Background: an optimization exercise with open tools, aiming at small area and a short achievable clock period. Do not read the settings as production practice.
Function was not checked in any run shown here: the RTL went through the layout flow alone.
Power figures rest on the tool's default switching activity, not on a simulated workload.

$ cat flow/design.v
module QE_M (clk, reset, in_a, in_b, in_c, in_x, mode, valid_in, last_input, valid_out, result);
input wire clk, reset, mode;
input wire [7:0] in_a;
input wire [7:0] in_b;
input wire [7:0] in_c;
input wire [7:0] in_x;
input wire valid_in, last_input;
output reg valid_out;
output wire [15:0] result;
reg [7:0]  A0, B0, C0, X0;
reg        m0, f0;
reg [15:0] R;
reg [7:0]  X1, C1;
reg        keep1;      
reg [15:0] Y;
reg        q0, q1;     
reg        lastd;      
wire [15:0] Z = (Y & {16{keep1}}) | {8'd0, C1};
wire p1_0_0, p1_0_1, p1_0_2, p1_0_3, p1_0_4, p1_0_5, p1_0_6, p1_0_7;
wire p1_1_0, p1_1_1, p1_1_2, p1_1_3, p1_1_4, p1_1_5, p1_1_6, p1_1_7;
wire p1_2_0, p1_2_1, p1_2_2, p1_2_3, p1_2_4, p1_2_5, p1_2_6, p1_2_7;
wire p1_3_0, p1_3_1, p1_3_2, p1_3_3, p1_3_4, p1_3_5, p1_3_6, p1_3_7;
wire p1_4_0, p1_4_1, p1_4_2, p1_4_3, p1_4_4, p1_4_5, p1_4_6, p1_4_7;
wire p1_5_0, p1_5_1, p1_5_2, p1_5_3, p1_5_4, p1_5_5, p1_5_6, p1_5_7;
wire p1_6_0, p1_6_1, p1_6_2, p1_6_3, p1_6_4, p1_6_5, p1_6_6, p1_6_7;
wire p1_7_0, p1_7_1, p1_7_2, p1_7_3, p1_7_4, p1_7_5, p1_7_6, p1_7_7;
wire p2_0_0, p2_1_0, p2_2_0, p2_3_0, p2_4_0, p2_5_0, p2_6_0, p2_7_0;
wire p2_8_0, p2_9_0, p2_10_0, p2_11_0, p2_12_0, p2_13_0, p2_14_0, p2_15_0;
wire p2_0_1, p2_1_1, p2_2_1, p2_3_1, p2_4_1, p2_5_1, p2_6_1, p2_7_1;
wire p2_8_1, p2_9_1, p2_10_1, p2_11_1, p2_12_1, p2_13_1, p2_14_1, p2_0_2;
wire p2_1_2, p2_2_2, p2_3_2, p2_4_2, p2_5_2, p2_6_2, p2_7_2, p2_8_2;
wire p2_9_2, p2_10_2, p2_11_2, p2_12_2, p2_13_2, p2_0_3, p2_1_3, p2_2_3;
wire p2_3_3, p2_4_3, p2_5_3, p2_6_3, p2_7_3, p2_8_3, p2_9_3, p2_10_3;
wire p2_11_3, p2_12_3, p2_0_4, p2_1_4, p2_2_4, p2_3_4, p2_4_4, p2_5_4;
wire p2_6_4, p2_7_4, p2_8_4, p2_9_4, p2_10_4, p2_11_4, p2_0_5, p2_1_5;
wire p2_2_5, p2_3_5, p2_4_5, p2_5_5, p2_6_5, p2_7_5, p2_8_5, p2_9_5;
wire p2_10_5, p2_0_6, p2_1_6, p2_2_6, p2_3_6, p2_4_6, p2_5_6, p2_6_6;
wire p2_7_6, p2_8_6, p2_9_6, p2_0_7, p2_1_7, p2_2_7, p2_3_7, p2_4_7;
wire p2_5_7, p2_6_7, p2_7_7, p2_8_7;
assign p1_0_0 = A0[0] & X0[0];
assign p1_0_1 = A0[0] & X0[1];
assign p1_0_2 = A0[0] & X0[2];
assign p1_0_3 = A0[0] & X0[3];
assign p1_0_4 = A0[0] & X0[4];
assign p1_0_5 = A0[0] & X0[5];
assign p1_0_6 = A0[0] & X0[6];
assign p1_0_7 = A0[0] & X0[7];
assign p1_1_0 = A0[1] & X0[0];
assign p1_1_1 = A0[1] & X0[1];
assign p1_1_2 = A0[1] & X0[2];
assign p1_1_3 = A0[1] & X0[3];
assign p1_1_4 = A0[1] & X0[4];
assign p1_1_5 = A0[1] & X0[5];
assign p1_1_6 = A0[1] & X0[6];
assign p1_1_7 = A0[1] & X0[7];
assign p1_2_0 = A0[2] & X0[0];
assign p1_2_1 = A0[2] & X0[1];
assign p1_2_2 = A0[2] & X0[2];
assign p1_2_3 = A0[2] & X0[3];
assign p1_2_4 = A0[2] & X0[4];
assign p1_2_5 = A0[2] & X0[5];
assign p1_2_6 = A0[2] & X0[6];
assign p1_2_7 = A0[2] & X0[7];
assign p1_3_0 = A0[3] & X0[0];
assign p1_3_1 = A0[3] & X0[1];
assign p1_3_2 = A0[3] & X0[2];
assign p1_3_3 = A0[3] & X0[3];
assign p1_3_4 = A0[3] & X0[4];
assign p1_3_5 = A0[3] & X0[5];
assign p1_3_6 = A0[3] & X0[6];
assign p1_3_7 = A0[3] & X0[7];
assign p1_4_0 = A0[4] & X0[0];
assign p1_4_1 = A0[4] & X0[1];
assign p1_4_2 = A0[4] & X0[2];
assign p1_4_3 = A0[4] & X0[3];
assign p1_4_4 = A0[4] & X0[4];
assign p1_4_5 = A0[4] & X0[5];
assign p1_4_6 = A0[4] & X0[6];
assign p1_4_7 = A0[4] & X0[7];
assign p1_5_0 = A0[5] & X0[0];
assign p1_5_1 = A0[5] & X0[1];
assign p1_5_2 = A0[5] & X0[2];
assign p1_5_3 = A0[5] & X0[3];
assign p1_5_4 = A0[5] & X0[4];
assign p1_5_5 = A0[5] & X0[5];
assign p1_5_6 = A0[5] & X0[6];
assign p1_5_7 = A0[5] & X0[7];
assign p1_6_0 = A0[6] & X0[0];
assign p1_6_1 = A0[6] & X0[1];
assign p1_6_2 = A0[6] & X0[2];
assign p1_6_3 = A0[6] & X0[3];
assign p1_6_4 = A0[6] & X0[4];
assign p1_6_5 = A0[6] & X0[5];
assign p1_6_6 = A0[6] & X0[6];
assign p1_6_7 = A0[6] & X0[7];
assign p1_7_0 = A0[7] & X0[0];
assign p1_7_1 = A0[7] & X0[1];
assign p1_7_2 = A0[7] & X0[2];
assign p1_7_3 = A0[7] & X0[3];
assign p1_7_4 = A0[7] & X0[4];
assign p1_7_5 = A0[7] & X0[5];
assign p1_7_6 = A0[7] & X0[6];
assign p1_7_7 = A0[7] & X0[7];
wire s1_1, s1_2, s1_3, s1_4, s1_5, s1_6, s1_7, s1_8;
wire s1_9, s1_10, s1_11, s1_12, s1_13, s1_14, s1_15, s1_16;
wire s1_17, s1_18, s1_19, s1_20, s1_21, s1_22, s1_23, s1_24;
wire s1_25, s1_26, s1_27, s1_28, s1_29, s1_30, s1_31, s1_32;
wire s1_33, s1_34, s1_35, s1_36, s1_37, s1_38, s1_39, s1_40;
wire s1_41, s1_42, s1_43, s1_44, s1_45, s1_46, s1_47, s1_48;
wire s1_49, s1_50, s1_51, s1_52, s1_53, s1_54, s1_55, s1_56;
wire s1_57, s1_58, s1_59, s1_60, s1_61, s1_62, s1_63, s1_64;
wire s1_65, s1_66, s1_67, s1_68, s1_69, s1_70, s1_71, s1_72;
wire s1_73, s1_74, s1_75, s1_76, s1_77, s1_78, s1_79, s1_80;
wire s1_81, s1_82, s1_83, s1_84, s1_85, s1_86, s1_87, s1_88;
wire s1_89, s1_90, s1_91, s1_92, s1_93, s1_94, s1_95, s1_96;
wire s1_97, s1_98;
assign s1_1 = B0[1] ^ p1_0_1;
assign s1_2 = B0[1] & p1_0_1;
assign s1_3 = B0[2] ^ p1_0_2 ^ p1_1_1;
assign s1_4 = (B0[2] & p1_0_2) | (p1_1_1 & (B0[2] ^ p1_0_2));
assign s1_5 = p1_2_0 ^ s1_2;
assign s1_6 = p1_2_0 & s1_2;
assign s1_7 = B0[3] ^ p1_0_3 ^ p1_1_2;
assign s1_8 = (B0[3] & p1_0_3) | (p1_1_2 & (B0[3] ^ p1_0_3));
assign s1_9 = p1_2_1 ^ p1_3_0 ^ s1_4;
assign s1_10 = (p1_2_1 & p1_3_0) | (s1_4 & (p1_2_1 ^ p1_3_0));
assign s1_11 = s1_6 ^ s1_7;
assign s1_12 = s1_6 & s1_7;
assign s1_13 = B0[4] ^ p1_0_4 ^ p1_1_3;
assign s1_14 = (B0[4] & p1_0_4) | (p1_1_3 & (B0[4] ^ p1_0_4));
assign s1_15 = p1_2_2 ^ p1_3_1 ^ p1_4_0;
assign s1_16 = (p1_2_2 & p1_3_1) | (p1_4_0 & (p1_2_2 ^ p1_3_1));
assign s1_17 = s1_8 ^ s1_13 ^ s1_15;
assign s1_18 = (s1_8 & s1_13) | (s1_15 & (s1_8 ^ s1_13));
assign s1_19 = s1_12 ^ s1_10;
assign s1_20 = s1_12 & s1_10;
assign s1_21 = B0[5] ^ p1_0_5 ^ p1_1_4;
assign s1_22 = (B0[5] & p1_0_5) | (p1_1_4 & (B0[5] ^ p1_0_5));
assign s1_23 = p1_2_3 ^ p1_3_2 ^ p1_4_1;
assign s1_24 = (p1_2_3 & p1_3_2) | (p1_4_1 & (p1_2_3 ^ p1_3_2));
assign s1_25 = p1_5_0 ^ s1_14 ^ s1_16;
assign s1_26 = (p1_5_0 & s1_14) | (s1_16 & (p1_5_0 ^ s1_14));
assign s1_27 = s1_21 ^ s1_23 ^ s1_18;
assign s1_28 = (s1_21 & s1_23) | (s1_18 & (s1_21 ^ s1_23));
assign s1_29 = s1_25 ^ s1_20;
assign s1_30 = s1_25 & s1_20;
assign s1_31 = B0[6] ^ p1_0_6 ^ p1_1_5;
assign s1_32 = (B0[6] & p1_0_6) | (p1_1_5 & (B0[6] ^ p1_0_6));
assign s1_33 = p1_2_4 ^ p1_3_3 ^ p1_4_2;
assign s1_34 = (p1_2_4 & p1_3_3) | (p1_4_2 & (p1_2_4 ^ p1_3_3));
assign s1_35 = p1_5_1 ^ p1_6_0 ^ s1_22;
assign s1_36 = (p1_5_1 & p1_6_0) | (s1_22 & (p1_5_1 ^ p1_6_0));
assign s1_37 = s1_24 ^ s1_31 ^ s1_33;
assign s1_38 = (s1_24 & s1_31) | (s1_33 & (s1_24 ^ s1_31));
assign s1_39 = s1_26 ^ s1_35 ^ s1_37;
assign s1_40 = (s1_26 & s1_35) | (s1_37 & (s1_26 ^ s1_35));
assign s1_41 = s1_28 ^ s1_30;
assign s1_42 = s1_28 & s1_30;
assign s1_43 = B0[7] ^ p1_0_7 ^ p1_1_6;
assign s1_44 = (B0[7] & p1_0_7) | (p1_1_6 & (B0[7] ^ p1_0_7));
assign s1_45 = p1_2_5 ^ p1_3_4 ^ p1_4_3;
assign s1_46 = (p1_2_5 & p1_3_4) | (p1_4_3 & (p1_2_5 ^ p1_3_4));
assign s1_47 = p1_5_2 ^ p1_6_1 ^ p1_7_0;
assign s1_48 = (p1_5_2 & p1_6_1) | (p1_7_0 & (p1_5_2 ^ p1_6_1));
assign s1_49 = s1_32 ^ s1_34 ^ s1_43;
assign s1_50 = (s1_32 & s1_34) | (s1_43 & (s1_32 ^ s1_34));
assign s1_51 = s1_45 ^ s1_47 ^ s1_36;
assign s1_52 = (s1_45 & s1_47) | (s1_36 & (s1_45 ^ s1_47));
assign s1_53 = s1_38 ^ s1_49 ^ s1_51;
assign s1_54 = (s1_38 & s1_49) | (s1_51 & (s1_38 ^ s1_49));
assign s1_55 = s1_40 ^ s1_42;
assign s1_56 = s1_40 & s1_42;
assign s1_57 = p1_1_7 ^ p1_2_6 ^ p1_3_5;
assign s1_58 = (p1_1_7 & p1_2_6) | (p1_3_5 & (p1_1_7 ^ p1_2_6));
assign s1_59 = p1_4_4 ^ p1_5_3 ^ p1_6_2;
assign s1_60 = (p1_4_4 & p1_5_3) | (p1_6_2 & (p1_4_4 ^ p1_5_3));
assign s1_61 = p1_7_1 ^ s1_44 ^ s1_46;
assign s1_62 = (p1_7_1 & s1_44) | (s1_46 & (p1_7_1 ^ s1_44));
assign s1_63 = s1_48 ^ s1_57 ^ s1_59;
assign s1_64 = (s1_48 & s1_57) | (s1_59 & (s1_48 ^ s1_57));
assign s1_65 = s1_50 ^ s1_61 ^ s1_63;
assign s1_66 = (s1_50 & s1_61) | (s1_63 & (s1_50 ^ s1_61));
assign s1_67 = s1_52 ^ s1_65 ^ s1_54;
assign s1_68 = (s1_52 & s1_65) | (s1_54 & (s1_52 ^ s1_65));
assign s1_69 = p1_2_7 ^ p1_3_6 ^ p1_4_5;
assign s1_70 = (p1_2_7 & p1_3_6) | (p1_4_5 & (p1_2_7 ^ p1_3_6));
assign s1_71 = p1_5_4 ^ p1_6_3 ^ p1_7_2;
assign s1_72 = (p1_5_4 & p1_6_3) | (p1_7_2 & (p1_5_4 ^ p1_6_3));
assign s1_73 = s1_58 ^ s1_60 ^ s1_69;
assign s1_74 = (s1_58 & s1_60) | (s1_69 & (s1_58 ^ s1_60));
assign s1_75 = s1_71 ^ s1_62 ^ s1_64;
assign s1_76 = (s1_71 & s1_62) | (s1_64 & (s1_71 ^ s1_62));
assign s1_77 = s1_73 ^ s1_66 ^ s1_75;
assign s1_78 = (s1_73 & s1_66) | (s1_75 & (s1_73 ^ s1_66));
assign s1_79 = p1_3_7 ^ p1_4_6 ^ p1_5_5;
assign s1_80 = (p1_3_7 & p1_4_6) | (p1_5_5 & (p1_3_7 ^ p1_4_6));
assign s1_81 = p1_6_4 ^ p1_7_3 ^ s1_70;
assign s1_82 = (p1_6_4 & p1_7_3) | (s1_70 & (p1_6_4 ^ p1_7_3));
assign s1_83 = s1_72 ^ s1_79 ^ s1_74;
assign s1_84 = (s1_72 & s1_79) | (s1_74 & (s1_72 ^ s1_79));
assign s1_85 = s1_81 ^ s1_76 ^ s1_83;
assign s1_86 = (s1_81 & s1_76) | (s1_83 & (s1_81 ^ s1_76));
assign s1_87 = p1_4_7 ^ p1_5_6 ^ p1_6_5;
assign s1_88 = (p1_4_7 & p1_5_6) | (p1_6_5 & (p1_4_7 ^ p1_5_6));
assign s1_89 = p1_7_4 ^ s1_80 ^ s1_87;
assign s1_90 = (p1_7_4 & s1_80) | (s1_87 & (p1_7_4 ^ s1_80));
assign s1_91 = s1_82 ^ s1_89 ^ s1_84;
assign s1_92 = (s1_82 & s1_89) | (s1_84 & (s1_82 ^ s1_89));
assign s1_93 = p1_5_7 ^ p1_6_6 ^ p1_7_5;
assign s1_94 = (p1_5_7 & p1_6_6) | (p1_7_5 & (p1_5_7 ^ p1_6_6));
assign s1_95 = s1_88 ^ s1_93 ^ s1_90;
assign s1_96 = (s1_88 & s1_93) | (s1_90 & (s1_88 ^ s1_93));
assign s1_97 = p1_6_7 ^ p1_7_6 ^ s1_94;
assign s1_98 = (p1_6_7 & p1_7_6) | (s1_94 & (p1_6_7 ^ p1_7_6));
wire [15:0] S1a = {1'b0, p1_7_7, s1_97, s1_95, s1_86, s1_78, s1_77, s1_56, s1_53, s1_39, s1_27, s1_17, s1_11, s1_3, p1_1_0, B0[0]};
wire [15:0] S1b = {1'b0, s1_98, s1_96, s1_92, s1_91, s1_85, s1_68, s1_67, s1_55, s1_41, s1_29, s1_19, s1_9, s1_5, s1_1, p1_0_0};
assign p2_0_0 = R[0] & X1[0];
assign p2_1_0 = R[1] & X1[0];
assign p2_2_0 = R[2] & X1[0];
assign p2_3_0 = R[3] & X1[0];
assign p2_4_0 = R[4] & X1[0];
assign p2_5_0 = R[5] & X1[0];
assign p2_6_0 = R[6] & X1[0];
assign p2_7_0 = R[7] & X1[0];
assign p2_8_0 = R[8] & X1[0];
assign p2_9_0 = R[9] & X1[0];
assign p2_10_0 = R[10] & X1[0];
assign p2_11_0 = R[11] & X1[0];
assign p2_12_0 = R[12] & X1[0];
assign p2_13_0 = R[13] & X1[0];
assign p2_14_0 = R[14] & X1[0];
assign p2_15_0 = R[15] & X1[0];
assign p2_0_1 = R[0] & X1[1];
assign p2_1_1 = R[1] & X1[1];
assign p2_2_1 = R[2] & X1[1];
assign p2_3_1 = R[3] & X1[1];
assign p2_4_1 = R[4] & X1[1];
assign p2_5_1 = R[5] & X1[1];
assign p2_6_1 = R[6] & X1[1];
assign p2_7_1 = R[7] & X1[1];
assign p2_8_1 = R[8] & X1[1];
assign p2_9_1 = R[9] & X1[1];
assign p2_10_1 = R[10] & X1[1];
assign p2_11_1 = R[11] & X1[1];
assign p2_12_1 = R[12] & X1[1];
assign p2_13_1 = R[13] & X1[1];
assign p2_14_1 = R[14] & X1[1];
assign p2_0_2 = R[0] & X1[2];
assign p2_1_2 = R[1] & X1[2];
assign p2_2_2 = R[2] & X1[2];
assign p2_3_2 = R[3] & X1[2];
assign p2_4_2 = R[4] & X1[2];
assign p2_5_2 = R[5] & X1[2];
assign p2_6_2 = R[6] & X1[2];
assign p2_7_2 = R[7] & X1[2];
assign p2_8_2 = R[8] & X1[2];
assign p2_9_2 = R[9] & X1[2];
assign p2_10_2 = R[10] & X1[2];
assign p2_11_2 = R[11] & X1[2];
assign p2_12_2 = R[12] & X1[2];
assign p2_13_2 = R[13] & X1[2];
assign p2_0_3 = R[0] & X1[3];
assign p2_1_3 = R[1] & X1[3];
assign p2_2_3 = R[2] & X1[3];
assign p2_3_3 = R[3] & X1[3];
assign p2_4_3 = R[4] & X1[3];
assign p2_5_3 = R[5] & X1[3];
assign p2_6_3 = R[6] & X1[3];
assign p2_7_3 = R[7] & X1[3];
assign p2_8_3 = R[8] & X1[3];
assign p2_9_3 = R[9] & X1[3];
assign p2_10_3 = R[10] & X1[3];
assign p2_11_3 = R[11] & X1[3];
assign p2_12_3 = R[12] & X1[3];
assign p2_0_4 = R[0] & X1[4];
assign p2_1_4 = R[1] & X1[4];
assign p2_2_4 = R[2] & X1[4];
assign p2_3_4 = R[3] & X1[4];
assign p2_4_4 = R[4] & X1[4];
assign p2_5_4 = R[5] & X1[4];
assign p2_6_4 = R[6] & X1[4];
assign p2_7_4 = R[7] & X1[4];
assign p2_8_4 = R[8] & X1[4];
assign p2_9_4 = R[9] & X1[4];
assign p2_10_4 = R[10] & X1[4];
assign p2_11_4 = R[11] & X1[4];
assign p2_0_5 = R[0] & X1[5];
assign p2_1_5 = R[1] & X1[5];
assign p2_2_5 = R[2] & X1[5];
assign p2_3_5 = R[3] & X1[5];
assign p2_4_5 = R[4] & X1[5];
assign p2_5_5 = R[5] & X1[5];
assign p2_6_5 = R[6] & X1[5];
assign p2_7_5 = R[7] & X1[5];
assign p2_8_5 = R[8] & X1[5];
assign p2_9_5 = R[9] & X1[5];
assign p2_10_5 = R[10] & X1[5];
assign p2_0_6 = R[0] & X1[6];
assign p2_1_6 = R[1] & X1[6];
assign p2_2_6 = R[2] & X1[6];
assign p2_3_6 = R[3] & X1[6];
assign p2_4_6 = R[4] & X1[6];
assign p2_5_6 = R[5] & X1[6];
assign p2_6_6 = R[6] & X1[6];
assign p2_7_6 = R[7] & X1[6];
assign p2_8_6 = R[8] & X1[6];
assign p2_9_6 = R[9] & X1[6];
assign p2_0_7 = R[0] & X1[7];
assign p2_1_7 = R[1] & X1[7];
assign p2_2_7 = R[2] & X1[7];
assign p2_3_7 = R[3] & X1[7];
assign p2_4_7 = R[4] & X1[7];
assign p2_5_7 = R[5] & X1[7];
assign p2_6_7 = R[6] & X1[7];
assign p2_7_7 = R[7] & X1[7];
assign p2_8_7 = R[8] & X1[7];
wire s2_1, s2_2, s2_3, s2_4, s2_5, s2_6, s2_7, s2_8;
wire s2_9, s2_10, s2_11, s2_12, s2_13, s2_14, s2_15, s2_16;
wire s2_17, s2_18, s2_19, s2_20, s2_21, s2_22, s2_23, s2_24;
wire s2_25, s2_26, s2_27, s2_28, s2_29, s2_30, s2_31, s2_32;
wire s2_33, s2_34, s2_35, s2_36, s2_37, s2_38, s2_39, s2_40;
wire s2_41, s2_42, s2_43, s2_44, s2_45, s2_46, s2_47, s2_48;
wire s2_49, s2_50, s2_51, s2_52, s2_53, s2_54, s2_55, s2_56;
wire s2_57, s2_58, s2_59, s2_60, s2_61, s2_62, s2_63, s2_64;
wire s2_65, s2_66, s2_67, s2_68, s2_69, s2_70, s2_71, s2_72;
wire s2_73, s2_74, s2_75, s2_76, s2_77, s2_78, s2_79, s2_80;
wire s2_81, s2_82, s2_83, s2_84, s2_85, s2_86, s2_87, s2_88;
wire s2_89, s2_90, s2_91, s2_92, s2_93, s2_94, s2_95, s2_96;
wire s2_97, s2_98, s2_99, s2_100, s2_101, s2_102, s2_103, s2_104;
wire s2_105, s2_106, s2_107, s2_108, s2_109, s2_110, s2_111, s2_112;
wire s2_113, s2_114, s2_115, s2_116, s2_117, s2_118, s2_119, s2_120;
wire s2_121, s2_122, s2_123, s2_124, s2_125, s2_126, s2_127, s2_128;
wire s2_129, s2_130, s2_131, s2_132, s2_133, s2_134, s2_135, s2_136;
wire s2_137, s2_138, s2_139, s2_140, s2_141, s2_142, s2_143, s2_144;
wire s2_145, s2_146, s2_147, s2_148, s2_149, s2_150, s2_151, s2_152;
wire s2_153, s2_154, s2_155, s2_156, s2_157, s2_158, s2_159, s2_160;
wire s2_161, s2_162, s2_163, s2_164, s2_165, s2_166, s2_167, s2_168;
assign s2_1 = p2_1_0 ^ p2_0_1;
assign s2_2 = p2_1_0 & p2_0_1;
assign s2_3 = p2_2_0 ^ p2_1_1 ^ p2_0_2;
assign s2_4 = (p2_2_0 & p2_1_1) | (p2_0_2 & (p2_2_0 ^ p2_1_1));
assign s2_5 = Z[2] ^ s2_2;
assign s2_6 = Z[2] & s2_2;
assign s2_7 = p2_3_0 ^ p2_2_1 ^ p2_1_2;
assign s2_8 = (p2_3_0 & p2_2_1) | (p2_1_2 & (p2_3_0 ^ p2_2_1));
assign s2_9 = p2_0_3 ^ Z[3] ^ s2_4;
assign s2_10 = (p2_0_3 & Z[3]) | (s2_4 & (p2_0_3 ^ Z[3]));
assign s2_11 = s2_6 ^ s2_7;
assign s2_12 = s2_6 & s2_7;
assign s2_13 = p2_4_0 ^ p2_3_1 ^ p2_2_2;
assign s2_14 = (p2_4_0 & p2_3_1) | (p2_2_2 & (p2_4_0 ^ p2_3_1));
assign s2_15 = p2_1_3 ^ p2_0_4 ^ Z[4];
assign s2_16 = (p2_1_3 & p2_0_4) | (Z[4] & (p2_1_3 ^ p2_0_4));
assign s2_17 = s2_8 ^ s2_13 ^ s2_15;
assign s2_18 = (s2_8 & s2_13) | (s2_15 & (s2_8 ^ s2_13));
assign s2_19 = s2_12 ^ s2_10;
assign s2_20 = s2_12 & s2_10;
assign s2_21 = p2_5_0 ^ p2_4_1 ^ p2_3_2;
assign s2_22 = (p2_5_0 & p2_4_1) | (p2_3_2 & (p2_5_0 ^ p2_4_1));
assign s2_23 = p2_2_3 ^ p2_1_4 ^ p2_0_5;
assign s2_24 = (p2_2_3 & p2_1_4) | (p2_0_5 & (p2_2_3 ^ p2_1_4));
assign s2_25 = Z[5] ^ s2_14 ^ s2_21;
assign s2_26 = (Z[5] & s2_14) | (s2_21 & (Z[5] ^ s2_14));
assign s2_27 = s2_23 ^ s2_16 ^ s2_25;
assign s2_28 = (s2_23 & s2_16) | (s2_25 & (s2_23 ^ s2_16));
assign s2_29 = s2_18 ^ s2_20;
assign s2_30 = s2_18 & s2_20;
assign s2_31 = p2_6_0 ^ p2_5_1 ^ p2_4_2;
assign s2_32 = (p2_6_0 & p2_5_1) | (p2_4_2 & (p2_6_0 ^ p2_5_1));
assign s2_33 = p2_3_3 ^ p2_2_4 ^ p2_1_5;
assign s2_34 = (p2_3_3 & p2_2_4) | (p2_1_5 & (p2_3_3 ^ p2_2_4));
assign s2_35 = p2_0_6 ^ Z[6] ^ s2_22;
assign s2_36 = (p2_0_6 & Z[6]) | (s2_22 & (p2_0_6 ^ Z[6]));
assign s2_37 = s2_24 ^ s2_31 ^ s2_33;
assign s2_38 = (s2_24 & s2_31) | (s2_33 & (s2_24 ^ s2_31));
assign s2_39 = s2_26 ^ s2_35 ^ s2_37;
assign s2_40 = (s2_26 & s2_35) | (s2_37 & (s2_26 ^ s2_35));
assign s2_41 = s2_30 ^ s2_28;
assign s2_42 = s2_30 & s2_28;
assign s2_43 = p2_7_0 ^ p2_6_1 ^ p2_5_2;
assign s2_44 = (p2_7_0 & p2_6_1) | (p2_5_2 & (p2_7_0 ^ p2_6_1));
assign s2_45 = p2_4_3 ^ p2_3_4 ^ p2_2_5;
assign s2_46 = (p2_4_3 & p2_3_4) | (p2_2_5 & (p2_4_3 ^ p2_3_4));
assign s2_47 = p2_1_6 ^ p2_0_7 ^ Z[7];
assign s2_48 = (p2_1_6 & p2_0_7) | (Z[7] & (p2_1_6 ^ p2_0_7));
assign s2_49 = s2_32 ^ s2_34 ^ s2_43;
assign s2_50 = (s2_32 & s2_34) | (s2_43 & (s2_32 ^ s2_34));
assign s2_51 = s2_45 ^ s2_47 ^ s2_36;
assign s2_52 = (s2_45 & s2_47) | (s2_36 & (s2_45 ^ s2_47));
assign s2_53 = s2_38 ^ s2_49 ^ s2_51;
assign s2_54 = (s2_38 & s2_49) | (s2_51 & (s2_38 ^ s2_49));
assign s2_55 = s2_40 ^ s2_42;
assign s2_56 = s2_40 & s2_42;
assign s2_57 = p2_8_0 ^ p2_7_1 ^ p2_6_2;
assign s2_58 = (p2_8_0 & p2_7_1) | (p2_6_2 & (p2_8_0 ^ p2_7_1));
assign s2_59 = p2_5_3 ^ p2_4_4 ^ p2_3_5;
assign s2_60 = (p2_5_3 & p2_4_4) | (p2_3_5 & (p2_5_3 ^ p2_4_4));
assign s2_61 = p2_2_6 ^ p2_1_7 ^ Z[8];
assign s2_62 = (p2_2_6 & p2_1_7) | (Z[8] & (p2_2_6 ^ p2_1_7));
assign s2_63 = s2_44 ^ s2_46 ^ s2_57;
assign s2_64 = (s2_44 & s2_46) | (s2_57 & (s2_44 ^ s2_46));
assign s2_65 = s2_59 ^ s2_48 ^ s2_61;
assign s2_66 = (s2_59 & s2_48) | (s2_61 & (s2_59 ^ s2_48));
assign s2_67 = s2_50 ^ s2_63 ^ s2_65;
assign s2_68 = (s2_50 & s2_63) | (s2_65 & (s2_50 ^ s2_63));
assign s2_69 = s2_52 ^ s2_67 ^ s2_54;
assign s2_70 = (s2_52 & s2_67) | (s2_54 & (s2_52 ^ s2_67));
assign s2_71 = p2_9_0 ^ p2_8_1 ^ p2_7_2;
assign s2_72 = (p2_9_0 & p2_8_1) | (p2_7_2 & (p2_9_0 ^ p2_8_1));
assign s2_73 = p2_6_3 ^ p2_5_4 ^ p2_4_5;
assign s2_74 = (p2_6_3 & p2_5_4) | (p2_4_5 & (p2_6_3 ^ p2_5_4));
assign s2_75 = p2_3_6 ^ p2_2_7 ^ Z[9];
assign s2_76 = (p2_3_6 & p2_2_7) | (Z[9] & (p2_3_6 ^ p2_2_7));
assign s2_77 = s2_58 ^ s2_60 ^ s2_71;
assign s2_78 = (s2_58 & s2_60) | (s2_71 & (s2_58 ^ s2_60));
assign s2_79 = s2_73 ^ s2_62 ^ s2_75;
assign s2_80 = (s2_73 & s2_62) | (s2_75 & (s2_73 ^ s2_62));
assign s2_81 = s2_64 ^ s2_77 ^ s2_66;
assign s2_82 = (s2_64 & s2_77) | (s2_66 & (s2_64 ^ s2_77));
assign s2_83 = s2_79 ^ s2_68 ^ s2_81;
assign s2_84 = (s2_79 & s2_68) | (s2_81 & (s2_79 ^ s2_68));
assign s2_85 = p2_10_0 ^ p2_9_1 ^ p2_8_2;
assign s2_86 = (p2_10_0 & p2_9_1) | (p2_8_2 & (p2_10_0 ^ p2_9_1));
assign s2_87 = p2_7_3 ^ p2_6_4 ^ p2_5_5;
assign s2_88 = (p2_7_3 & p2_6_4) | (p2_5_5 & (p2_7_3 ^ p2_6_4));
assign s2_89 = p2_4_6 ^ p2_3_7 ^ Z[10];
assign s2_90 = (p2_4_6 & p2_3_7) | (Z[10] & (p2_4_6 ^ p2_3_7));
assign s2_91 = s2_72 ^ s2_74 ^ s2_85;
assign s2_92 = (s2_72 & s2_74) | (s2_85 & (s2_72 ^ s2_74));
assign s2_93 = s2_87 ^ s2_76 ^ s2_89;
assign s2_94 = (s2_87 & s2_76) | (s2_89 & (s2_87 ^ s2_76));
assign s2_95 = s2_78 ^ s2_91 ^ s2_80;
assign s2_96 = (s2_78 & s2_91) | (s2_80 & (s2_78 ^ s2_91));
assign s2_97 = s2_93 ^ s2_82 ^ s2_95;
assign s2_98 = (s2_93 & s2_82) | (s2_95 & (s2_93 ^ s2_82));
assign s2_99 = p2_11_0 ^ p2_10_1 ^ p2_9_2;
assign s2_100 = (p2_11_0 & p2_10_1) | (p2_9_2 & (p2_11_0 ^ p2_10_1));
assign s2_101 = p2_8_3 ^ p2_7_4 ^ p2_6_5;
assign s2_102 = (p2_8_3 & p2_7_4) | (p2_6_5 & (p2_8_3 ^ p2_7_4));
assign s2_103 = p2_5_6 ^ p2_4_7 ^ Z[11];
assign s2_104 = (p2_5_6 & p2_4_7) | (Z[11] & (p2_5_6 ^ p2_4_7));
assign s2_105 = s2_86 ^ s2_88 ^ s2_99;
assign s2_106 = (s2_86 & s2_88) | (s2_99 & (s2_86 ^ s2_88));
assign s2_107 = s2_101 ^ s2_90 ^ s2_103;
assign s2_108 = (s2_101 & s2_90) | (s2_103 & (s2_101 ^ s2_90));
assign s2_109 = s2_92 ^ s2_105 ^ s2_94;
assign s2_110 = (s2_92 & s2_105) | (s2_94 & (s2_92 ^ s2_105));
assign s2_111 = s2_107 ^ s2_96 ^ s2_109;
assign s2_112 = (s2_107 & s2_96) | (s2_109 & (s2_107 ^ s2_96));
assign s2_113 = p2_12_0 ^ p2_11_1 ^ p2_10_2;
assign s2_114 = (p2_12_0 & p2_11_1) | (p2_10_2 & (p2_12_0 ^ p2_11_1));
assign s2_115 = p2_9_3 ^ p2_8_4 ^ p2_7_5;
assign s2_116 = (p2_9_3 & p2_8_4) | (p2_7_5 & (p2_9_3 ^ p2_8_4));
assign s2_117 = p2_6_6 ^ p2_5_7 ^ Z[12];
assign s2_118 = (p2_6_6 & p2_5_7) | (Z[12] & (p2_6_6 ^ p2_5_7));
assign s2_119 = s2_100 ^ s2_102 ^ s2_113;
assign s2_120 = (s2_100 & s2_102) | (s2_113 & (s2_100 ^ s2_102));
assign s2_121 = s2_115 ^ s2_104 ^ s2_117;
assign s2_122 = (s2_115 & s2_104) | (s2_117 & (s2_115 ^ s2_104));
assign s2_123 = s2_106 ^ s2_119 ^ s2_108;
assign s2_124 = (s2_106 & s2_119) | (s2_108 & (s2_106 ^ s2_119));
assign s2_125 = s2_121 ^ s2_110 ^ s2_123;
assign s2_126 = (s2_121 & s2_110) | (s2_123 & (s2_121 ^ s2_110));
assign s2_127 = p2_13_0 ^ p2_12_1 ^ p2_11_2;
assign s2_128 = (p2_13_0 & p2_12_1) | (p2_11_2 & (p2_13_0 ^ p2_12_1));
assign s2_129 = p2_10_3 ^ p2_9_4 ^ p2_8_5;
assign s2_130 = (p2_10_3 & p2_9_4) | (p2_8_5 & (p2_10_3 ^ p2_9_4));
assign s2_131 = p2_7_6 ^ p2_6_7 ^ Z[13];
assign s2_132 = (p2_7_6 & p2_6_7) | (Z[13] & (p2_7_6 ^ p2_6_7));
assign s2_133 = s2_114 ^ s2_116 ^ s2_127;
assign s2_134 = (s2_114 & s2_116) | (s2_127 & (s2_114 ^ s2_116));
assign s2_135 = s2_129 ^ s2_118 ^ s2_131;
assign s2_136 = (s2_129 & s2_118) | (s2_131 & (s2_129 ^ s2_118));
assign s2_137 = s2_120 ^ s2_133 ^ s2_122;
assign s2_138 = (s2_120 & s2_133) | (s2_122 & (s2_120 ^ s2_133));
assign s2_139 = s2_135 ^ s2_124 ^ s2_137;
assign s2_140 = (s2_135 & s2_124) | (s2_137 & (s2_135 ^ s2_124));
assign s2_141 = p2_14_0 ^ p2_13_1 ^ p2_12_2;
assign s2_142 = (p2_14_0 & p2_13_1) | (p2_12_2 & (p2_14_0 ^ p2_13_1));
assign s2_143 = p2_11_3 ^ p2_10_4 ^ p2_9_5;
assign s2_144 = (p2_11_3 & p2_10_4) | (p2_9_5 & (p2_11_3 ^ p2_10_4));
assign s2_145 = p2_8_6 ^ p2_7_7 ^ Z[14];
assign s2_146 = (p2_8_6 & p2_7_7) | (Z[14] & (p2_8_6 ^ p2_7_7));
assign s2_147 = s2_128 ^ s2_130 ^ s2_141;
assign s2_148 = (s2_128 & s2_130) | (s2_141 & (s2_128 ^ s2_130));
assign s2_149 = s2_143 ^ s2_132 ^ s2_145;
assign s2_150 = (s2_143 & s2_132) | (s2_145 & (s2_143 ^ s2_132));
assign s2_151 = s2_134 ^ s2_147 ^ s2_136;
assign s2_152 = (s2_134 & s2_147) | (s2_136 & (s2_134 ^ s2_147));
assign s2_153 = s2_149 ^ s2_138 ^ s2_151;
assign s2_154 = (s2_149 & s2_138) | (s2_151 & (s2_149 ^ s2_138));
assign s2_155 = p2_15_0 ^ p2_14_1 ^ p2_13_2;
assign s2_156 = (p2_15_0 & p2_14_1) | (p2_13_2 & (p2_15_0 ^ p2_14_1));
assign s2_157 = p2_12_3 ^ p2_11_4 ^ p2_10_5;
assign s2_158 = (p2_12_3 & p2_11_4) | (p2_10_5 & (p2_12_3 ^ p2_11_4));
assign s2_159 = p2_9_6 ^ p2_8_7 ^ Z[15];
assign s2_160 = (p2_9_6 & p2_8_7) | (Z[15] & (p2_9_6 ^ p2_8_7));
assign s2_161 = s2_142 ^ s2_144 ^ s2_155;
assign s2_162 = (s2_142 & s2_144) | (s2_155 & (s2_142 ^ s2_144));
assign s2_163 = s2_157 ^ s2_146 ^ s2_159;
assign s2_164 = (s2_157 & s2_146) | (s2_159 & (s2_157 ^ s2_146));
assign s2_165 = s2_148 ^ s2_161 ^ s2_150;
assign s2_166 = (s2_148 & s2_161) | (s2_150 & (s2_148 ^ s2_161));
assign s2_167 = s2_163 ^ s2_152 ^ s2_165;
assign s2_168 = (s2_163 & s2_152) | (s2_165 & (s2_163 ^ s2_152));
wire [15:0] S2a = {s2_154, s2_140, s2_126, s2_112, s2_98, s2_84, s2_83, s2_56, s2_53, s2_39, s2_29, s2_17, s2_11, s2_3, Z[1], p2_0_0};
wire [15:0] S2b = {s2_167, s2_153, s2_139, s2_125, s2_111, s2_97, s2_70, s2_69, s2_55, s2_41, s2_27, s2_19, s2_9, s2_5, s2_1, Z[0]};
always @(posedge clk) begin
	A0 <= in_a & {8{~mode | valid_in}};
	B0 <= in_b & {8{~mode}};
	C0 <= in_c & {8{~mode}};
	X0 <= in_x;
	m0 <= mode;
	f0 <= lastd;
	R  <= S1a + S1b;
	X1 <= m0 ? 8'd1 : X0;
	C1 <= C0;
	keep1 <= m0 & ~f0;
	Y  <= S2a + S2b;
end
always @(posedge clk or posedge reset) begin
	if (reset) begin
		q0 <= 1'b0;
		q1 <= 1'b0;
		valid_out <= 1'b0;
		lastd <= 1'b1;
	end else begin
		q0 <= mode ? last_input : valid_in;
		q1 <= q0;
		valid_out <= q1;
		lastd <= last_input;
	end
end
assign result = Y;
endmodule
$ cat flow/run.sh
#!/bin/bash
# synth_recipe.tcl (not shown) runs the flow's synth.tcl, then flattens the netlist and writes it again
# the make line also repeats each setting of config.mk as NAME=value (left out here)
make -C /OpenROAD-flow-scripts/flow DESIGN_CONFIG=/design/flow/config.mk WORK_HOME=/design/flow/orfs CLKGATE_MAP_FILE= SYNTH_SCRIPT=/design/flow/synth_recipe.tcl finish
$ cat flow/config.mk
export PLATFORM = sky130hd
export DESIGN_NAME = QE_M
export DESIGN_NICKNAME = QE_M
export VERILOG_FILES = /design/flow/design.v
export SDC_FILE = /design/flow/constraint.sdc
export NUM_CORES = 4
export LEC_CHECK = 0
export CAP_MARGIN = 20
export CORE_MARGIN = 2
export CORE_UTILIZATION = 40
export SLEW_MARGIN = 20
$ cat flow/constraint.sdc
create_clock -name core_clock -period 6.5 [get_ports {clk}]
set_input_delay 1.3000 -clock core_clock [delete_from_list [all_inputs] [get_ports {clk}]]
set_output_delay 1.3000 -clock core_clock [all_outputs]
set_load 0.01 [all_outputs]
==> reports/qor.csv, run 1 <==
metric,value,unit
min_period,4.54,ns
synth_cell_type_count,46,
rsz0062_at_grt,no,
synth_nets,934,
clock-sinks,87,
post_cts_buffers,0,
routed_via_density,4.69,
tns,0,ns
critPathRequiredTime,6.78,ns
regArea,1760,µm²
layout-drive-gt1-share,3.03,%
ys.flop_type,dfxtp_1,
avgSynthCellArea,9.83,µm²
wl,13800,µm
run_status,timing/DRC/antenna clean,
ys_async_sr_fraction,4.60,%
gr-total-overflow,0,
remaining_drc_errors,0,
cts_root_buffer,clkbuf_16,
rows,49,
crit_type,flip-flop to flip-flop,
die_h,139,µm
critPathLaunchType,flip-flop,
fmax,220,MHz
rr_worst_depth,13,
grt_util_met1,20.6,%
total_leakage_power,3.92,nW
gr-usage-met3,2.69,%
grt_pass1_wl,24800,µm
internal_power,2.45,mW
die_x,139,µm
cts_max_path_buffers,2,
cts_max_level,3,
switching_share,44.4,%
crit_path_end_kind,flip-flop,
whs,0.327,ns
cp.arrival,4.82,ns
core-area,17900,µm²
drtIter0Drc,152,
crit_buf_inv,1,
clk_pin_slew_worst_paths,0.07,ns
die_area,19300,µm²
antenna_left,0,
cp.depth,13,
power_density,527,nW/µm²
synth-edff-count,0,
fin_nets,983,
pwr-share-clk,13.6,%
p_seq_share,18.8,%
maxSlewHeadroom,51.4,%
clock_latency,0.35,ns
io_buffers,53,
holdBufCountCts,0,
multi_input_area,4990,µm²
drt_first_pass_iters,4,
grt_max_degree,20,
syn_inst,739,
gp_congestion,0.841,
synth_area,7260,µm²
grt_use_met2,27.3,%
antenna_cells,0,
post-route-period-util,69.9,%
cts_tree,yes,
vias,4793,
antenna_found_initial,0,
fin_util,46.7,%
holdPathStages,0,
ys_seq_elements,87,
cp_slowest_cell,dfxtp_1,
yosys_warnings,1,
ys_seq_area_share,24.3,%
comb_power_share,67.5,%
start_util,40.6,%
hpwl,11200,µm
slew_violations,0,
max-cap-violations,0,
grt_pass1_vias,5248,
areaGrowthSynthToFinish,15.2,%
n_fill_cell,1753,
finClkSkew,0.00765,ns
top_usage_layer,met2,
setup_violations,0,
cpPeakStageDelay,0.62,ns
post-place-ws,1.97,ns
ios,54,
cp_top_family,adder cells,
critPathMaxFanout,16,
cp_common_cell,fa_1,
hold_path_class,flip-flop to flip-flop,
layout_setup_ws,1.96,ns
postCtsResizedCells,0,
switching_power,1.95,mW
grt_use_total,15.9,%
post_drt_wl_per_cell,13.6,µm
ir_drop,0.000497,V
worstMarginPinSlew,0.729,ns
worstPathCellList,"nand2_1, fa_1, fa_1, inv_1, fa_1, fa_1, fa_1, ha_1, nand2_1, or3_1, o21a_1, a211o_1, o211ai_1",
cts_buffers,9,
hold_viol_final,0,
[metal layers]
metal  wire, µm  vias up
met1       6550     2336
met3        378       19
met2       6690       80
li1           -     2358
met5          0        -
met4        231        0
[power by group through the flow]
| stage | Clock, mW | Sequential (mW) | Combinational [mW] |
|---|---|---|---|
| after floorplan | 0 | 0.800 | 2.36 |
| after global placement | 0 | 0.846 | 2.95 |
| after detailed placement | 0 | 0.847 | 2.99 |
| after CTS | 0.619 | 0.836 | 2.99 |
| after global routing | 0.641 | 0.853 | 3.43 |
| final | 0.601 | 0.829 | 2.98 |
[placed cells by master (no fill, tap or decap), drive strengths merged, types with 10 or more instances in the layout]
| cell type | netlist | final |
|---|---|---|
| clkbuf | 13 | 10 |
| nand2 | 86 | 86 |
| ha | 44 | 44 |
| a21oi | 19 | 19 |
| nor2b | 28 | 28 |
| o21ai | 11 | 11 |
| xor2 | 12 | 12 |
| clkdlybuf4s50 | 0 | 53 |
| inv | 120 | 121 |
| fa | 114 | 114 |
| xnor2 | 25 | 25 |
| a21o | 19 | 19 |
| and2 | 105 | 105 |
| dfxtp | 83 | 83 |
[worst paths after layout]
check / from / to / slack [ns]
worst max-delay path: X1[0] / Y[14] / 1.96
min in group asynchronous: reset / q0 / 1.12
worst max register to register: X1[0] / Y[14] / 1.96
worst min register to register: C0[6] / C1[6] / 0.33
max in group asynchronous: reset / lastd / 5.15
worst min-delay path: C0[6] / C1[6] / 0.33
[per-stage QoR]
step | total power [mW] | cell area [µm²] | std cells
after floorplan | 3.16 | 7260 | 739
after global routing | 4.93 | 8370 | 1022
after CTS | 4.45 | 8370 | 1022
after global placement | 3.80 | 8020 | 1006
final | 4.41 | 8370 | 1022
after detailed placement | 3.84 | 8020 | 1006
[synth_stat cells (all sizes together), types with 12 or more instances]
library cell	instances	area, µm²
and2	105	659
dfxtp	83	1660
ha	44	551
clkbuf	13	48.8
inv	120	450
xnor2	25	219
nand2	86	323
nor2b	28	175
a21o	19	143
fa	114	2280
a21oi	19	98.9
xor2	12	105
[layout make-up]
class                   count  share of cell area [%]
inverters                 120                    5.38
repair buffers             53                    6.34
flip-flops and latches     87                    21.1
well taps                 229                    3.42
clock inverters             6                    1.39
multi-input cells         517                    59.7
clock buffers              10                    2.74
[sequential cells by signal, summed over array words and instances (netlist names)]
register   flops
C0             8
X0             8
B0             8
A0             8
q0             1
R             16
keep1          1
q1             1
f0             1
valid_out      1
lastd          1
Y             16
X1             8
C1             8
m0             1
[cells by family (layout without fill, tap and decap cells)]
logic type,Yosys count,in the layout,share of synthesized area [%]
AOI/OAI and AO/OA,75,75,7.25
xor gates and xnor gates,37,37,4.46
adders and majority gates,158,158,39.0
buffers and inverters,135,189,7.01
DFF,87,87,24.3
muxes,1,1,0.155
and+or+nand+nor,246,246,17.8
==> inputs of run 2 (changes only) <==
--- a/flow/config.mk
+++ b/flow/config.mk
@@ -8,4 +8,5 @@
 export CAP_MARGIN = 20
 export CORE_MARGIN = 2
 export CORE_UTILIZATION = 40
+export SETUP_SLACK_MARGIN = 2.5
 export SLEW_MARGIN = 20
==> reports/qor.csv, run 2 <==
metric,value,unit,change
run_status,timing/DRC/antenna clean,,
start_util,40.6,%,unchanged
remaining_drc_errors,0,,unchanged
reg.largest.list,"R (16), Y (16)",,
worstMarginPinSlew,0.670,ns,-0.0583 ns
n_fill_cell,1657,,-5.5%
yosys-top-cells-area,"fa_1, dfxtp_1, and2_1",,
drt_first_pass_iters,8,,+4
areaGrowthSynthToFinish,22.4,%,
cts_tree,yes,,
post_drt_wl_per_cell,14.5,µm,+7.4%
critPathLaunchType,flip-flop,,
hold_viol_final,0,,unchanged
yosys.cell_count.top_type,inv_1,,
ys_seq_elements,87,,unchanged
fmax,246,MHz,+12%
antenna_left,0,,unchanged
drtIter0Drc,199,,+31%
holdBufCountCts,0,,unchanged
synth_cell_type_count,46,,unchanged
post-place-ws,2.03,ns,+0.0617 ns
clock_latency,0.35,ns,about the same
clk_pin_slew_worst_paths,0.07,ns,about the same
slew_violations,0,,unchanged
synth_nets,934,,unchanged
cpPeakStageDelay,0.49,ns,-0.13 ns
critPathMaxFanout,6,,-10
design_area,8890,µm²,+6.3%
crit_type,flip-flop to flip-flop,,
vias,5042,,+5.2%
min_period,4.06,ns,-0.482 ns
die_area,19300,µm²,unchanged
syn_inst,739,,unchanged
synth_top_area_share,31.4,%,unchanged
ys_seq_area_share,24.3,%,unchanged
routed_via_density,4.80,,+2.4%
wl,15300,µm,+10%
fin_nets,1011,,+2.8%
yosys.area.top_type,fa_1,,
die_h,139,µm,unchanged
clock-sinks,87,,unchanged
cts_max_path_buffers,2,,unchanged
layout_setup_ws,2.44,ns,+0.482 ns
cp_slowest_cell,fa_1,,
crit_buf_inv,2,,+1
final_common_cell,inv_1,,
cp.arrival,4.33,ns,-0.49 ns
gr-total-overflow,0,,unchanged
antenna_cells,0,,unchanged
critPathRequiredTime,6.77,ns,about the same
setup_violations,0,,unchanged
io_buffers,53,,unchanged
yosys_warnings,1,,unchanged
grt_max_degree,20,,unchanged
core-area,17900,µm²,unchanged
hpwl,11800,µm,+5.9%
grt_use_total,16.5,%,+0.57 points
post-route-period-util,62.5,%,-7.4 points
layout-drive-gt1-share,15.8,%,+13 points
worstPathCellList,"buf_6, nand2_4, fa_2, fa_2, inv_2, fa_1, fa_2, fa_1, ha_4, nand2_2, or3_1, o21a_1, a211o_1, o211ai_1",,
cp_common_cell,fa_2,,
power,5.17,mW,+17%
cts_root_buffer,clkbuf_16,,
ios,54,,unchanged
rsz0062_at_grt,yes,,
ys.flop_type,dfxtp_1,,
antenna_found_initial,0,,unchanged
synthTopCellsByCount,"inv_1, fa_1, and2_1, nand2_1, dfxtp_1",,
rows,49,,unchanged
finClkSkew,0.00943,ns,+0.00178 ns
ys_async_sr_fraction,4.60,%,unchanged
hold_path_class,flip-flop to flip-flop,,
avgSynthCellArea,9.83,µm²,unchanged
place_area,8060,µm²,+0.50%
die_x,139,µm,unchanged
total_leakage_power,4.05,nW,+3.4%
maxSlewHeadroom,55.2,%,+3.8 points
gp_congestion,0.853,,+1.4%
cts_max_level,3,,unchanged
synth_area,7260,µm²,unchanged
grt_pass1_wl,25900,µm,+4.4%
cp_top_family,adder cells,,
grt_pass1_vias,5527,,+5.3%
power_density,582,nW/µm²,+10%
tns,0,ns,unchanged
final_cell_mix,"inv_1, fa_1, and2_1",,
crit_path_end_kind,flip-flop,,
cts_buffers,9,,unchanged
synth-edff-count,0,,unchanged
ir_drop,0.000643,V,+29%
max-cap-violations,0,,unchanged
-- run 2: cell counts after synthesis --
Identical to the previous run, type by type.
-- run 2: worst reg2reg max path, stage by stage, from the launching register on --
cell	delay (ns)
dfxtp_4	0.38
buf_6	0.13
nand2_4	0.05
fa_2	0.39
fa_2	0.34
inv_2	0.07
fa_1	0.43
fa_2	0.36
fa_1	0.49
ha_4	0.34
nand2_2	0.07
or3_1	0.35
o21a_1	0.21
a211o_1	0.30
o211ai_1	0.09
-- run 2: area by class of cell --
type | instances | area, µm² | share of cell area (%)
Clock inverter | 6 | 65.1 | 0.732
Tap cell | 229 | 287 | 3.22
Inverter | 120 | 450 | 5.07
Clock buffer | 10 | 250 | 2.81
Sequential cell | 87 | 1860 | 20.9
Multi-Input combinational cell | 517 | 5230 | 58.8
Timing Repair Buffer | 81 | 751 | 8.44
-- run 2: layer usage --
metal  vias up  GRT usage, %  part of all wire [%]
met5         -             0                     0
met1      2522          20.1                    44
li1       2419             -                     -
met3        17          3.28                   3.0
met2        84          29.7                    51
met4         0          4.84                   1.5
-- run 2: worst paths after layout --
kind / start / end / slack, ns / cells past startpoint
max: X1[0] / Y[14] / 2.44 / 14
min: C0[2] / C1[2] / 0.33 / 0
max reg2reg: X1[0] / Y[14] / 2.44 / 14
min reg2reg: C0[2] / C1[2] / 0.33 / 0
max in group asynchronous: reset / lastd / 5.15 / 2
min in group asynchronous: reset / q0 / 1.13 / 2
-- run 2: repair_timing --
action	4_1_cts	5_1_grt
setup buffers	12	16
hold endpoints to repair	0	0
gates resized for setup	63	44
endpoints found under the setup margin	12	14
cloned	0	0
pin swaps	8	19
-- run 2: stage by stage --
| stage | util, % | cells | hold slack (ns) |
|---|---|---|---|
| 2_1_floorplan | - | 739 | 0.310 |
| 3_3_place_gp | 45.0 | 1006 | 0.316 |
| 3_5_place_dp | 45.0 | 1006 | 0.312 |
| 4_1_cts | 48.2 | 1034 | 0.329 |
| 5_1_grt | 49.7 | 1050 | 0.333 |
| 6_report | 49.7 | 1050 | 0.329 |
-- run 2: kinds of logic after synthesis --
group | Yosys count | synth area share, %
AND/OR/NAND/NOR | 246 | 17.8
adder cells (fa/ha/maj) | 158 | 39.0
buffers and inverters | 135 | 7.01
flip-flops | 87 | 24.3
AO/OA/AOI/OAI | 75 | 7.25
XOR/XNOR | 37 | 4.46
multiplexers | 1 | 0.155
-- run 2: power breakdown --
part	switching, mW	total [mW]	internal (mW)	leakage [nW]
Combinational	1.94	3.79	1.86	3.14
Clock	0.246	0.541	0.295	0.155
Sequential	0.135	0.838	0.702	0.752

-- static timing again, ports no longer ideal --
The flow's constraints put no driver on any port. The routed layouts listed below were extracted and timed again, unchanged, in two steps.
Step 1: set_driving_cell puts a clkbuf_16 on clk and a buf_2 on each other input, an assumption about the parent block.
Step 2 moves the port delays by t, midway between the first and last clock arrival at a register: inputs arrive t later, outputs are due t later. That takes back most of the time a late clock gives input paths.
Slacks: ideal / step 1 / step 2; pairs: ideal / step 1.
run	t, ns	setup slack, ns	worst setup path at the end	latest minus earliest clock arrival (ns)	slew at the worst register clock pin (ns)
run 1	0.390	1.956 / 1.956 / 1.956	register to register	0.008 / 0.008	0.07 / 0.07
run 2	0.389	2.438 / 2.438 / 2.438	register to register	0.009 / 0.009	0.07 / 0.07
After both steps setup and hold are still met in every run listed.
